This is an optimization exercise on Yosys and OpenROAD, whose aim is small area, not a production implementation.
Power and IR drop assume default switching activity.

==> flow/design.v <==
module top_parking_system_4slot(
    input  wire        clk,
    input  wire        rst,
    input  wire        entry_pulse,
    input  wire        exit_pulse_for_system,
    input  wire        payment_received,
    input  wire [1:0]  exit_car_select,
    output wire        entry_gate,
    output wire        exit_gate,
    output wire        full_led,
    output wire        fee_ready,
    output wire [3:0]  occupancy,
    output wire [2:0]  free_count,
    output wire [15:0] e0,
    output wire [15:0] e1,
    output wire [15:0] e2,
    output wire [15:0] e3,
    output wire [31:0] fee
);
reg        st_f, st_x, st_y;
reg [3:0]  occ;
reg        slot_available;
reg [3:0]  exit_oh;             
reg        bill;
reg [3:0]  run;
reg [15:0] t0, t1, t2, t3;
wire idle     = ~st_f & ~st_x & ~st_y;
wire alloc    = ~st_f & ~st_x &  st_y;
wire free     =  st_f & st_y & payment_received;
wire go_alloc = entry_pulse & slot_available;
wire go_exit  = ~go_alloc & exit_pulse_for_system & (|occ);
assign entry_gate = st_x & ~st_y;
assign exit_gate  = st_x &  st_y;
assign fee_ready  = st_f;
assign full_led   = ~slot_available;
assign occupancy  = occ;
assign free_count = 3'd4 - ({2'd0, occ[0]} + {2'd0, occ[1]} + {2'd0, occ[2]} + {2'd0, occ[3]});
wire [3:0] lo_empty = {occ[0] & occ[1] & occ[2] & ~occ[3],
                       occ[0] & occ[1] & ~occ[2],
                       occ[0] & ~occ[1],
                       ~occ[0]};
wire sel_occ = occ[exit_car_select];
wire [1:0] free_idx = sel_occ  ? exit_car_select :
                      occ[0]   ? 2'd0 :
                      occ[1]   ? 2'd1 :
                      occ[2]   ? 2'd2 : 2'd3;
wire [3:0] free_oh = 4'b0001 << free_idx;
always @(posedge clk or posedge rst) begin
    if (rst) begin
        st_f <= 1'b0; st_x <= 1'b0; st_y <= 1'b0;
        occ <= 4'b0;
        slot_available <= 1'b1;
        exit_oh <= 4'b0001;
        bill <= 1'b0;
        run <= 4'b0;
    end else begin
        st_f <= (idle & go_exit) | (st_f & ~(st_y & payment_received));
        st_x <= alloc | free;
        st_y <= (idle & go_alloc) | st_f;
        occ <= (occ & ~(free ? free_oh : 4'b0)) | (alloc ? lo_empty : 4'b0);
        if (free) exit_oh <= free_oh;
        slot_available <= ~(&occ);
        bill <= payment_received;
        run <= occ;
    end
end
wire [3:0] clr = occ & ~run;
wire [16:0] c0, c1, c2, c3;
assign c0[0] = run[0];
assign c1[0] = run[1];
assign c2[0] = run[2];
assign c3[0] = run[3];
genvar k;
generate for (k = 0; k < 16; k = k + 1) begin : tb
    assign c0[k+1] = c0[k] & t0[k];
    assign c1[k+1] = c1[k] & t1[k];
    assign c2[k+1] = c2[k] & t2[k];
    assign c3[k+1] = c3[k] & t3[k];
    always @(posedge clk or posedge rst) begin
        if (rst) begin
            t0[k] <= 1'b0; t1[k] <= 1'b0; t2[k] <= 1'b0; t3[k] <= 1'b0;
        end else begin
            t0[k] <= ~clr[0] & (t0[k] ^ c0[k]);
            t1[k] <= ~clr[1] & (t1[k] ^ c1[k]);
            t2[k] <= ~clr[2] & (t2[k] ^ c2[k]);
            t3[k] <= ~clr[3] & (t3[k] ^ c3[k]);
        end
    end
end endgenerate
reg [10:0] y_lo;
reg        y_cm;
reg [15:9] t_hi;
wire [3:0] ld = {4{bill}} & exit_oh;
wire [15:0] t_sel = ({16{ld[0]}} & t0) | ({16{ld[1]}} & t1) |
                    ({16{ld[2]}} & t2) | ({16{ld[3]}} & t3);
wire [11:2] cl;
wire [10:2] sl;
assign cl[2] = 1'b0;
generate for (k = 2; k < 11; k = k + 1) begin : lo_add
    assign sl[k]   = t_sel[k] ^ t_sel[k-2] ^ cl[k];
    assign cl[k+1] = (t_sel[k] & t_sel[k-2]) | (cl[k] & (t_sel[k] ^ t_sel[k-2]));
end endgenerate
always @(posedge clk or posedge rst) begin
    if (rst) begin
        y_lo <= 11'd0; y_cm <= 1'b0; t_hi <= 7'd0;
    end else begin
        y_lo <= {sl, t_sel[1:0]} | ({11{~bill}} & y_lo);
        y_cm <= cl[11] | (~bill & y_cm);
        t_hi <= t_sel[15:9] | ({7{~bill}} & t_hi);
    end
end
wire [18:11] y_hi = {3'b000, t_hi[15:11]} + {1'b0, t_hi[15:9]} + {7'd0, y_cm};
assign e0 = t0;
assign e1 = t1;
assign e2 = t2;
assign e3 = t3;
assign fee = {12'd0, y_hi, y_lo, 1'b0};
endmodule
clock: 4.0 ns
lec_check: 0
cap_margin: 20
core_margin: 2
core_utilization: 65
cts_buf_list: sky130_fd_sc_hd__clkbuf_8
place_density: 0.75
slew_margin: 20
standard.sh (not shown) runs the stock make flow with config.mk's settings and CLKGATE_MAP_FILE= SYNTH_SCRIPT=/design/flow/synth_recipe.tcl, a recipe that flattens the netlist after the stock synthesis.
==> flow/flow/run.sh <==
#!/bin/bash
# Standard layout, with the port buffers made of the smallest buffer cell.
set -euo pipefail
export BUFFER_PORTS_ARGS="-buffer_cell sky130_fd_sc_hd__buf_1"
bash standard.sh > standard.log 2>&1
The first run completed, yet does not pass: setup timing.
==> next run, changes <==
--- a/flow/design.v
+++ b/flow/design.v
@@ -22,10 +22,13 @@
 reg        slot_available;
 reg [3:0]  exit_oh;             
 reg        bill;
 reg [3:0]  run;
 reg [15:0] t0, t1, t2, t3;
+reg [10:0] y_lo;
+reg        y_c11;
+reg [15:9] t_hi;
 wire idle     = ~st_f & ~st_x & ~st_y;
 wire alloc    = ~st_f & ~st_x &  st_y;
 wire free     =  st_f & st_y & payment_received;
 wire go_alloc = entry_pulse & slot_available;
 wire go_exit  = ~go_alloc & exit_pulse_for_system & (|occ);
@@ -85,13 +88,10 @@
             t2[k] <= ~clr[2] & (t2[k] ^ c2[k]);
             t3[k] <= ~clr[3] & (t3[k] ^ c3[k]);
         end
     end
 end endgenerate
-reg [10:0] y_lo;
-reg        y_cm;
-reg [15:9] t_hi;
 wire [3:0] ld = {4{bill}} & exit_oh;
 wire [15:0] t_sel = ({16{ld[0]}} & t0) | ({16{ld[1]}} & t1) |
                     ({16{ld[2]}} & t2) | ({16{ld[3]}} & t3);
 wire [11:2] cl;
 wire [10:2] sl;
@@ -100,19 +100,25 @@
     assign sl[k]   = t_sel[k] ^ t_sel[k-2] ^ cl[k];
     assign cl[k+1] = (t_sel[k] & t_sel[k-2]) | (cl[k] & (t_sel[k] ^ t_sel[k-2]));
 end endgenerate
 always @(posedge clk or posedge rst) begin
     if (rst) begin
-        y_lo <= 11'd0; y_cm <= 1'b0; t_hi <= 7'd0;
-    end else begin
-        y_lo <= {sl, t_sel[1:0]} | ({11{~bill}} & y_lo);
-        y_cm <= cl[11] | (~bill & y_cm);
-        t_hi <= t_sel[15:9] | ({7{~bill}} & t_hi);
+        y_lo <= 11'd0; y_c11 <= 1'b0; t_hi <= 7'd0;
+    end else if (bill) begin
+        y_lo <= {sl, t_sel[1:0]}; y_c11 <= cl[11]; t_hi <= t_sel[15:9];
     end
 end
-wire [18:11] y_hi = {3'b000, t_hi[15:11]} + {1'b0, t_hi[15:9]} + {7'd0, y_cm};
+wire [17:11] ah = {2'b00, t_hi[15:11]};
+wire [17:11] bh = t_hi[15:9];
+wire [18:11] ch;
+wire [17:11] sh;
+assign ch[11] = y_c11;
+generate for (k = 11; k < 18; k = k + 1) begin : hi_add
+    assign sh[k]   = ah[k] ^ bh[k] ^ ch[k];
+    assign ch[k+1] = (ah[k] & bh[k]) | (ch[k] & (ah[k] ^ bh[k]));
+end endgenerate
 assign e0 = t0;
 assign e1 = t1;
 assign e2 = t2;
 assign e3 = t3;
-assign fee = {12'd0, y_hi, y_lo, 1'b0};
+assign fee = {12'd0, ch[18], sh, y_lo, 1'b0};
 endmodule
What happened: The changed run reached the layout checks and failed them: setup timing. Flip-flop and latch count is unchanged. Power falls by 1.9%. Worst hold slack degrades by 0.040 ns. Clock skew is about the same. Setup slack is worse by 0.080 ns. Clock-buffer cell count rises by 1. Cell count came out lower by 1.4%. Routed wire length goes down by 6.0%. Final area is lower by 0.74%.
Function was not checked in any run of this note: the RTL went through the layout flow alone.

==> re-timing with driven ports <==
The flow's constraints put no driver on any port. The routed layouts listed below were extracted and timed again, unchanged, in two steps. Step 1 assumes that a clkbuf_16 drives the clock port and a buf_2 every other input. Step 2, shift: input delay + t, output delay - t, t = (earliest + latest rising clock arrival at the registers) / 2. This alone moves slack from input paths to output paths. a / b / c = ideal / step 1 / step 2; a / b = the first two.
run | shift t [ns] | setup slack, ns | hold slack, ns | worst setup path at the end
the first run | 0.389 | -0.002 / -0.002 / -0.002 | 0.488 / 0.488 / 0.488 | register to register
the second run | 0.381 | -0.082 / -0.082 / -0.082 | 0.448 / 0.441 / 0.514 | register to register
